This is an optimization exercise on Yosys and OpenROAD, whose aim is small area, a short achievable clock period and few clock cycles, not a production implementation.
Function was not checked in any run shown here: the RTL went through the layout flow alone.

## flow/config.mk

```make
export PLATFORM = sky130hd
export DESIGN_NAME = encrpytion
export DESIGN_NICKNAME = encrpytion
export VERILOG_FILES = /design/flow/design.v
export SDC_FILE = /design/flow/constraint.sdc
export NUM_CORES = 4
export LEC_CHECK = 0
export CAP_MARGIN = 20
export CORE_MARGIN = 2
export CORE_UTILIZATION = 55
export PLACE_DENSITY = 0.7
export SETUP_SLACK_MARGIN = 5
export SLEW_MARGIN = 20
```

## flow/design.v

```verilog
module encrpytion        
    # (parameter k = 32)(
    input clk,               
    input rst,               
    input en,                
    input [k-1:0]a,          
    input [2*k-1:0]n,        
    input [k:0]e,            
    output [k-1:0]cipher,    
    output reg ready_flag    
    );
localparam KS = 2;                   
localparam W  = 35;                  
localparam NW = 32 / KS;             
localparam JW = 5;                   
localparam ST_MUL  = 3'd0;           
localparam ST_CONV = 3'd1;           
localparam ST_NORM = 3'd2;           
localparam ST_FIX  = 3'd3;           
localparam ST_UNA  = 3'd4;           
localparam ST_UNB  = 3'd5;           
reg  [W-1:0]  S, C;       
reg  [32:0]   R;          
reg  [31:0]   N;          
reg  [4:0]    sh;         
reg  [KS-1:0] dq;         
reg           lastc;      
reg  [JW-1:0] j;          
reg  [4:0]    idx;        
reg           ebit;       
reg           sq;         
reg  [2:0]    st;
reg           run;
assign cipher = R[31:0];
reg  [4:0] idx0;
integer i;
always @(*) begin
    idx0 = 5'd0;
    for (i = 1; i <= k; i = i + 1)
        if (e[i]) idx0 = i - 1;
end
wire [W-1:0] Y  = {{(W-33){R[32]}}, R};
wire [W-1:0] Nx = {{(W-32){1'b0}}, N};
wire [W-1:0] N2 = {{(W-33){1'b0}}, N, 1'b0};
reg [27:0] thr;
always @(*) begin
    case (N[30:27])
        4'd0: thr = {7'd125, 7'd117, 7'd5, 7'd13};
        4'd1: thr = {7'd125, 7'd116, 7'd5, 7'd13};
        4'd2: thr = {7'd124, 7'd115, 7'd5, 7'd14};
        4'd3: thr = {7'd124, 7'd115, 7'd5, 7'd15};
        4'd4: thr = {7'd124, 7'd114, 7'd6, 7'd16};
        4'd5: thr = {7'd124, 7'd113, 7'd6, 7'd16};
        4'd6: thr = {7'd123, 7'd112, 7'd6, 7'd17};
        4'd7: thr = {7'd123, 7'd112, 7'd6, 7'd18};
        4'd8: thr = {7'd123, 7'd111, 7'd7, 7'd19};
        4'd9: thr = {7'd123, 7'd110, 7'd7, 7'd19};
        4'd10: thr = {7'd122, 7'd109, 7'd7, 7'd20};
        4'd11: thr = {7'd122, 7'd109, 7'd7, 7'd21};
        4'd12: thr = {7'd122, 7'd108, 7'd8, 7'd22};
        4'd13: thr = {7'd122, 7'd107, 7'd8, 7'd22};
        4'd14: thr = {7'd121, 7'd106, 7'd8, 7'd23};
        4'd15: thr = {7'd121, 7'd106, 7'd8, 7'd24};
        default: thr = 28'd0;
    endcase
end
wire [6:0] nA1 = thr[27:21], nA3 = thr[20:14], nB1 = thr[13:7], nB3 = thr[6:0];
function ge7;    
    input [6:0] x, y, nt;
    reg [6:0] ps, pc;
    reg [6:0] r;
    begin
        ps = x ^ y ^ nt;
        pc = {((x[5:0] & y[5:0]) | (x[5:0] & nt[5:0]) | (y[5:0] & nt[5:0])), 1'b0};
        r  = ps + pc;
        ge7 = ~r[6];
    end
endfunction
reg [W-1:0] vs [0:KS];
reg [W-1:0] vc [0:KS];
reg [W-1:0] z, s1, c1, z2;
reg         nz, qp, qn, q2;
integer     t;
always @(*) begin
    vs[0] = S;
    vc[0] = C;
    for (t = 0; t < KS; t = t + 1) begin
        nz  = dq[KS-1-t];
        z   = nz ? Y : {W{1'b0}};
        s1  = {vs[t][W-2:0], 1'b0} ^ {vc[t][W-2:0], 1'b0} ^ z;
        c1  = {(({vs[t][W-3:0], 1'b0} & {vc[t][W-3:0], 1'b0}) |
                ({vs[t][W-3:0], 1'b0} & z[W-2:0]) |
                ({vc[t][W-3:0], 1'b0} & z[W-2:0])), 1'b0};
        qp  = ge7(s1[34:28], c1[34:28], nA1);
        q2  = ge7(s1[34:28], c1[34:28], nA3) | ~ge7(s1[34:28], c1[34:28], nB3);
        qn  = ~ge7(s1[34:28], c1[34:28], nB1);
        z2  = (qp | qn) ? ((q2 ? N2 : Nx) ^ {W{qp}}) : {W{1'b0}};
        vs[t+1] = s1 ^ c1 ^ z2;
        vc[t+1] = {((s1[W-2:0] & c1[W-2:0]) | (s1[W-2:0] & z2[W-2:0]) |
                    (c1[W-2:0] & z2[W-2:0])), qp};
    end
end
wire        cpa_conv = (st == ST_CONV);
wire [32:0] opA = cpa_conv ? S[32:0] : R;
wire [32:0] opB = cpa_conv ? C[32:0] : ((st == ST_FIX) ? {1'b0, N} : ~{1'b0, N});
wire [32:0] sum = opA + opB + {32'd0, st == ST_UNB};
wire [KS-1:0] wsq  = R[KS*j +: KS];
wire [KS-1:0] wmul = a[KS*j +: KS];
wire idle   = ~run & ~ready_flag;
wire domul  = sq & ebit;
wire conv_done = ~domul & (idx == 5'd0);
wire fin    = ((st == ST_FIX) | (st == ST_UNB)) & (sh == 5'd0);
always @(posedge clk or posedge rst) begin
    if (rst) begin
        run <= 1'b0;
        ready_flag <= 1'b0;
    end else begin
        run <= en & (idle | (run & ~fin));
        ready_flag <= en & (ready_flag | (run & fin));
    end
end
always @(posedge clk) begin
    ebit <= e[idx];
    if (idle) begin
        R     <= {1'b0, a};
        N     <= n[31:0];
        sh    <= 5'd0;
        idx   <= idx0;
        sq    <= 1'b1;
        S     <= {W{1'b0}};
        C     <= {W{1'b0}};
        dq    <= a[31 -: KS];
        lastc <= 1'b0;
        j     <= NW - 2;
        st    <= n[31] ? ST_MUL : ST_NORM;
    end else if (run) begin
        case (st)
        ST_NORM: begin
            N  <= {N[30:0], 1'b0};
            sh <= sh + 5'd1;
            if (N[30]) st <= ST_MUL;
        end
        ST_MUL: begin
            S     <= vs[KS];
            C     <= vc[KS];
            dq    <= sq ? wsq : wmul;
            lastc <= (j == 0);
            j     <= j - 1'b1;
            if (lastc) st <= ST_CONV;
        end
        ST_CONV: begin
            R     <= sum;
            S     <= {W{1'b0}};
            C     <= {W{1'b0}};
            lastc <= 1'b0;
            j     <= NW - 2;
            if (domul) begin
                sq <= 1'b0;
                dq <= a[31 -: KS];
                st <= ST_MUL;
            end else if (idx == 5'd0) begin
                st <= ST_FIX;
            end else begin
                sq  <= 1'b1;
                idx <= idx - 5'd1;
                dq  <= sum[31 -: KS];
                S   <= {{(W-33){~sum[32]}}, ~sum} & {W{sum[32]}};
                C   <= {{(W-1){1'b0}}, sum[32]};
                st  <= ST_MUL;
            end
        end
        ST_FIX: begin
            if (R[32]) R <= sum;
            st <= ST_UNA;
        end
        ST_UNA: begin
            N  <= {1'b0, N[31:1]};
            sh <= sh - 5'd1;
            st <= ST_UNB;
        end
        ST_UNB: begin
            if (!sum[32]) R <= sum;
            st <= ST_UNA;
        end
        default: st <= ST_MUL;
        endcase
    end
end
endmodule
```

## flow/constraint.sdc

```tcl
create_clock -name core_clock -period 10.0 [get_ports {clk}]
set_input_delay 2.0000 -clock core_clock [delete_from_list [all_inputs] [get_ports {clk}]]
set_output_delay 2.0000 -clock core_clock [all_outputs]
set_load 0.01 [all_outputs]
```

## flow/run.sh

```bash
#!/bin/bash
# synth_recipe.tcl (not shown) runs the flow's synth.tcl, then flattens the netlist and writes it again
# the make line also repeats each setting of config.mk as NAME=value (left out here)
make -C /OpenROAD-flow-scripts/flow DESIGN_CONFIG=/design/flow/config.mk WORK_HOME=/design/flow/orfs CLKGATE_MAP_FILE= SYNTH_SCRIPT=/design/flow/synth_recipe.tcl finish
```

==> flow_summary.json, run 1 <==
{
  "clk_pin_slew_ps": 70,
  "critPathCaptureType": "flip-flop",
  "cp.arrival_ps": 9080,
  "drtIter0Drc": 1525,
  "cap_violations": 0,
  "clock_sinks": 175,
  "crit_slowest_cell": "fa_2",
  "dr.pass1.iters": 5,
  "ys_warn_count": 3,
  "placementRows": 67,
  "synthTopCellsByArea": "fa_1 (17%), edfxtp_1 (12%), dfxtp_1 (11%)",
  "overflow": 0,
  "syn_inst": 1954,
  "vias": 15500,
  "ys_types": 76,
  "cts_root_buf": "clkbuf_16",
  "core-area_mm2": 0.0333,
  "portBuffers": 132,
  "synthArstFlopShare": 0.0114,
  "synth_fp_nets": 2335,
  "dieArea_mm2": 0.0351,
  "dpl.hpwl_um": 37300,
  "grt_max_degree": 77,
  "place_congestion": 0.871,
  "io_pins": 165,
  "finalMaxSlewViolations": 0,
  "fp.dieH_um": 187,
  "remaining_drc_errors": 0,
  "tightest_slew_ps": 1160,
  "die_w_um": 187,
  "ys_ff_latch": 175,
  "hold_ws_ps": 476,
  "cp_data_required_time_ps": 10310,
  "ys_seq_area_frac": 0.230,
  "setup_tns_ps": 0,
  "synth_ff_type": "dfxtp_1",
  "h-tree-depth": 4,
  "clkLatencyLatePin_ps": 460,
  "rsz0062_at_grt": "true",
  "fmax_mhz": 114,
  "status": "finished clean",
  "avgRoutedWirePerCell_um": 23.0,
  "syn_avg_cell_area_um2": 9.45,
  "start_util": 0.555,
  "hold_viol": 0,
  "via_per_inst": 6.22,
  "drive_gt1_frac": 0.156,
  "start_kind": "flip-flop",
  "cp_max_fo": 7,
  "finalSetupViolCount": 0,
  "antenna_found_initial": 0,
  "netlist_area_mm2": 0.0185,
  "cts_tree": "built",
  "fin_crit_sh": 0.876,
  "cts_buffers": 17,
  "grt_pass1_vias": 15900,
  "area_delta_synth_final_pct": 18.5,
  "grtUsageTotal": 0.333,
  "finClkSkew_ps": 12.7,
  "fin_crit_ps": 8760,
  "antenna_left": 0,
  "slowest_delay_ps": 500,
  "num_antenna_cells": 0,
  "synth_top_area_frac": 0.170,
  "grt_pass1_wl_um": 90500,
  "yosysTopAreaCell": "fa_1",
  "holdCritPathClass": "flip-flop to flip-flop",
  "cts_buffer_depth": 2,
  "slew_headroom": 0.224,
  "ctsHoldBuffers": 0,
  "critical_path_class": "flip-flop to flip-flop",
  "fin_nets": 2420,
  "synth_edf_count": 74,
  "routed_wirelength_um": 57400
}
-- per-layer routing --
| layer | GRT usage | routed length [um] | vias to the layer above |
|---|---|---|---|
| met4 | 0.154 | 2890 | 0 |
| met3 | 0.0595 | 4860 | 158 |
| li1 | - | - | 6907 |
| met1 | 0.429 | 22500 | 7664 |
| met5 | 0 | 0 | - |
| met2 | 0.547 | 27100 | 809 |
-- flip-flops by register name (all words and copies together), names as in the netlist --
name / flops
C: 34
S: 34
R: 33
N: 32
thr: 17
idx: 5
j: 5
sh: 5
st: 3
dq: 2
ebit: 1
lastc: 1
ready_flag: 1
run: 1
sq: 1
-- cell type report --
class                   instances  area [um^2]
clock buffers                  21          440
clock inverters                11         50.0
fillers                      2716        11400
inverters                     220          833
multi-input cells            1395        13200
flip-flops and latches        175         4260
well taps                     448          561
repair buffers                230         2510
-- worst paths after layout --
kind	from	to	slack, ps	cells past startpoint
min in group asynchronous	rst	ready_flag$_DFF_PP0_	1700	2
max in group asynchronous	rst	run$_DFF_PP0_	8180	2
max	dq[1]$_DFFE_PP_	S[1]$_SDFFE_PP0P_	1240	38
max reg2reg	dq[1]$_DFFE_PP_	S[1]$_SDFFE_PP0P_	1240	38
min reg2reg	S[33]$_SDFFE_PP0P_	S[33]$_SDFFE_PP0P_	480	2
min	S[33]$_SDFFE_PP0P_	S[33]$_SDFFE_PP0P_	480	2
-- per-stage QoR --
step           cell area, um^2  utilization  instances  setup slack, ps
6_report                 21900        0.658       2500             1240
5_1_grt                  21900        0.658       2500              916
3_3_place_gp             20100        0.603       2395              753
3_5_place_dp             20100        0.603       2395              623
2_1_floorplan            18700            -       1954             1720
4_1_cts                  21600        0.650       2490             1280
-- kinds of logic (layout without fill, tap and decap cells) --
kind of cell               after synthesis  after routing  synth area share
adders and majority gates              249            249             0.232
xor gates and xnor gates                57             57            0.0309
AOI/OAI and AO/OA                      427            427             0.150
and+or+nand+nor                        431            434             0.122
buffers and inverters                  387            482            0.0870
muxes                                  228            228             0.147
DFF                                    175            175             0.230
-- cells in the mapped netlist, drive strengths merged, types with 4 or more instances --
library cell,number
mux2i,159
o211a,5
a31oi,8
o41ai,5
buf,57
nor2,72
nor2b,38
o21ai,77
xnor2,37
ha,92
o311ai,4
o21bai,6
and2,61
fa,157
mux4,30
nand4,9
mux2,39
a21o,18
o31ai,6
dfxtp,99
o211ai,5
nor4,8
o21a,9
edfxtp,74
inv,219
nand2,112
a211oi,35
o22ai,4
or2,4
nor3,17
a221oi,6
and3,9
nand2b,41
a22o,58
nand3b,5
nand3,13
clkbuf,110
a21oi,152
xor2,19
nor3b,35
-- what timing repair did --
action	CTS	global route
resized for setup	91	33
pin swaps	43	24
endpoints found under the hold margin	0	0
setup buffers	51	10
endpoints found under the setup margin	105	100
gates cloned	12	0
-- layout by cell type, fill, tap and decap left out, drive strengths merged, types with 58 or more instances in the layout --
cell type      count
nor2              72
a21oi            152
and2              61
a22o              58
buf               94
edfxtp            74
clkdlybuf4s50    132
dfxtp             99
mux2i            159
ha                92
fa               157
nand2            112
inv              217
o21ai             77
-- worst max-delay path: cells and delay by family (launching register included) --
family | cells | cell delay (ps)
AND/OR/NAND/NOR | 7 | 1270
XOR/XNOR | 1 | 250
AO/OA/AOI/OAI | 6 | 1120
buffers and inverters | 11 | 1300
flip-flops | 1 | 420
adder cells (fa/ha/maj) | 8 | 3230
multiplexers | 5 | 1010
==> inputs of run 2 (changes only) <==
--- a/flow/design.v
+++ b/flow/design.v
@@ -9,7 +9,7 @@
     output [k-1:0]cipher,    
     output reg ready_flag    
     );
-localparam KS = 2;                   
+localparam KS = 1;                   
 localparam W  = 35;                  
 localparam NW = 32 / KS;             
 localparam JW = 5;                   
==> run 2 against run 1 <==
Register-to-register slack gained 3800 ps. Critical path depth down 20. Cell count down 22%. Fmax up 75%. Largest cell class unchanged. Utilization is 1.3 points lower. Die area down 20%. Wire length down 24%.
==> flow_summary.json, run 2 <==
{
  "status": "finished clean",
  "yosys.area_share.simple": 0.118,
  "placed_area_mm2": 0.0161,
  "routed_wirelength_um": 43700,
  "slew_headroom": 0.251,
  "synth-xor-area-share": 0.0276,
  "syn_avg_cell_area_um2": 9.68,
  "num_antenna_cells": 0,
  "clk_pin_slew_ps": 70,
  "cts_tree": "built",
  "netlist_area_mm2": 0.0148,
  "synthArstFlopShare": 0.0115,
  "hold_ws_ps": 462,
  "antenna_found_initial": 1,
  "layout.core_utilization": 0.644,
  "synth_compound_area_frac": 0.206,
  "synthTopCellsByCount": "nand2_1 (102), o21ai_0 (102), a21oi_1 (101)",
  "finalSetupViolCount": 0,
  "cts_buffers": 17,
  "die_w_um": 168,
  "rsz0062_at_grt": "true",
  "avgRoutedWirePerCell_um": 22.5,
  "cp_data_required_time_ps": 10330,
  "ys_types": 74,
  "grt_pass1_vias": 12400,
  "fin_crit_sh": 0.501,
  "hold_viol": 0,
  "holdCritPathClass": "flip-flop to flip-flop",
  "portBuffers": 132,
  "finClkSkew_ps": 17.7,
  "finalMaxSlewViolations": 0,
  "cts_buffer_depth": 2,
  "fin_crit_ps": 5010,
  "synth_top_area_frac": 0.148,
  "critPathCaptureType": "flip-flop",
  "drive_gt1_frac": 0.128,
  "synth_fp_nets": 1806,
  "clock_sinks": 174,
  "drtIter0Drc": 1212,
  "placementRows": 60,
  "core-area_mm2": 0.0267,
  "synth_ff_type": "dfxtp_1",
  "fin_nets": 1870,
  "synth_edf_count": 73,
  "syn_inst": 1527,
  "synth_mux_area_frac": 0.141,
  "fmax_mhz": 200,
  "synthTopCellsByArea": "edfxtp_1 (15%), dfxtp_1 (13%), fa_1 (11%)",
  "yosysTopAreaCell": "edfxtp_1",
  "grt_pass1_wl_um": 68800,
  "fp.dieH_um": 168,
  "ys_seq_area_frac": 0.286,
  "dieArea_mm2": 0.0282,
  "io_pins": 165,
  "dr.pass1.iters": 7,
  "top_regs": "C: 34 flops, S: 34 flops, R: 33 flops",
  "synth_top_family_by_area": "compound AO/OA/AOI/OAI gates",
  "ys_warn_count": 3,
  "clkLatencyLatePin_ps": 450,
  "cp_max_fo": 7,
  "grt_max_degree": 75,
  "place_congestion": 0.895,
  "overflow": 0,
  "final_common_cell": "clkdlybuf4s50_1",
  "cap_violations": 0,
  "setup_tns_ps": 0,
  "grtUsageTotal": 0.310,
  "h-tree-depth": 4,
  "remaining_drc_errors": 0,
  "via_per_inst": 6.46,
  "final_cell_mix": "clkdlybuf4s50_1 (132), nand2_1 (100), o21ai_0 (100)",
  "start_util": 0.555,
  "tightest_slew_ps": 1120,
  "cp.arrival_ps": 5340,
  "critical_path_class": "flip-flop to flip-flop",
  "ys_ff_latch": 174,
  "fin_area_mm2": 0.0172,
  "vias": 12600,
  "start_kind": "flip-flop",
  "synth_fa_ha_area_frac": 0.165,
  "cts_root_buf": "clkbuf_16",
  "dpl.hpwl_um": 29200,
  "ctsHoldBuffers": 0,
  "antenna_left": 0,
  "area_delta_synth_final_pct": 16.2
}
run 2: final timing paths:
kind	slack [ps]	to	startpoint	depth (start not counted)
worst max-delay path	4990	S[30]$_SDFFE_PP0P_	dq$_DFFE_PP_	18
worst min-delay path	460	S[33]$_SDFFE_PP0P_	S[33]$_SDFFE_PP0P_	2
worst max register to register	4990	S[30]$_SDFFE_PP0P_	dq$_DFFE_PP_	18
worst min register to register	460	S[33]$_SDFFE_PP0P_	S[33]$_SDFFE_PP0P_	2
max in group asynchronous	8190	ready_flag$_DFF_PP0_	rst	2
min in group asynchronous	1700	run$_DFF_PP0_	rst	2
run 2: logic make-up (layout without fill, tap and decap cells):
group,count (synthesis),in the layout
compound gates,454,454
simple gates,361,362
buf+inv,182,258
flops,174,174
mux,165,165
fa+ha+maj,147,147
xor+xnor,44,44
run 2: metrics by stage:
step                      worst slack [ps]  cells
after floorplan                       5140   1527
after global placement                4310   1891
after detailed placement              4220   1891
after CTS                             4980   1936
after global routing                  4850   1945
final                                 4990   1945
run 2: layer usage:
layer	up-vias	GRT usage	wire length (um)
li1	5745	-	-
met1	6136	0.413	18100
met2	577	0.509	20600
met3	104	0.0614	3560
met4	2	0.103	1430
met5	-	0	11
run 2: repair_timing:
item / in CTS / in global routing
gates resized for setup: 16 / 51
buffers inserted: 11 / 7
setup endpoints to repair: 93 / 64
cloned: 2 / 2
pin swaps: 2 / 38
run 2: layout make-up:
cell class              count  area, um^2
well taps                 341         427
fillers                  2189        9480
flip-flops and latches    174        4220
multi-input cells        1172        9980
clock buffers              19         433
inverters                  53         200
repair buffers            173        1760
clock inverters            13         155
run 2: critical path, cell delays in order (launching register included):
cell and delay (ps):
edfxtp_1 460, buf_4 210, and2_1 150, fa_2 630, fa_1 450, ha_1 300, o21a_1 140, o211a_1 260
or3_4 390, nand2_4 70, o21a_4 150, buf_12 140, buf_4 130, mux2i_1 220, mux2_2 380, fa_1 530
o21ai_0 80, a21oi_1 140, nor2_1 60

separate check: timing with driven ports:
The results above use ideal ports. As a check the final layouts listed here were re-extracted and re-timed, cells and wires unchanged.
Step 1 assumes that a clkbuf_16 drives the clock port and a buf_2 every other input.
Step 2 moves the port delays by t, midway between the first and last clock arrival at a register: inputs arrive t later, outputs are due t later. That takes back most of the time a late clock gives input paths.
Slacks: no drivers / after step 1 / after step 2; pairs: no drivers / after step 1.
| run | t, ns | setup slack, ns | clock arrival spread, ns | worst data-port slew with drivers (ns) |
|---|---|---|---|---|
| run 1 | 0.508 | 1.236 / 1.236 / 1.236 | 0.013 / 0.013 | 0.04 |
| run 2 | 0.486 | 4.994 / 4.994 / 4.994 | 0.018 / 0.017 | 0.05 |
After both steps every run listed still meets setup and hold.
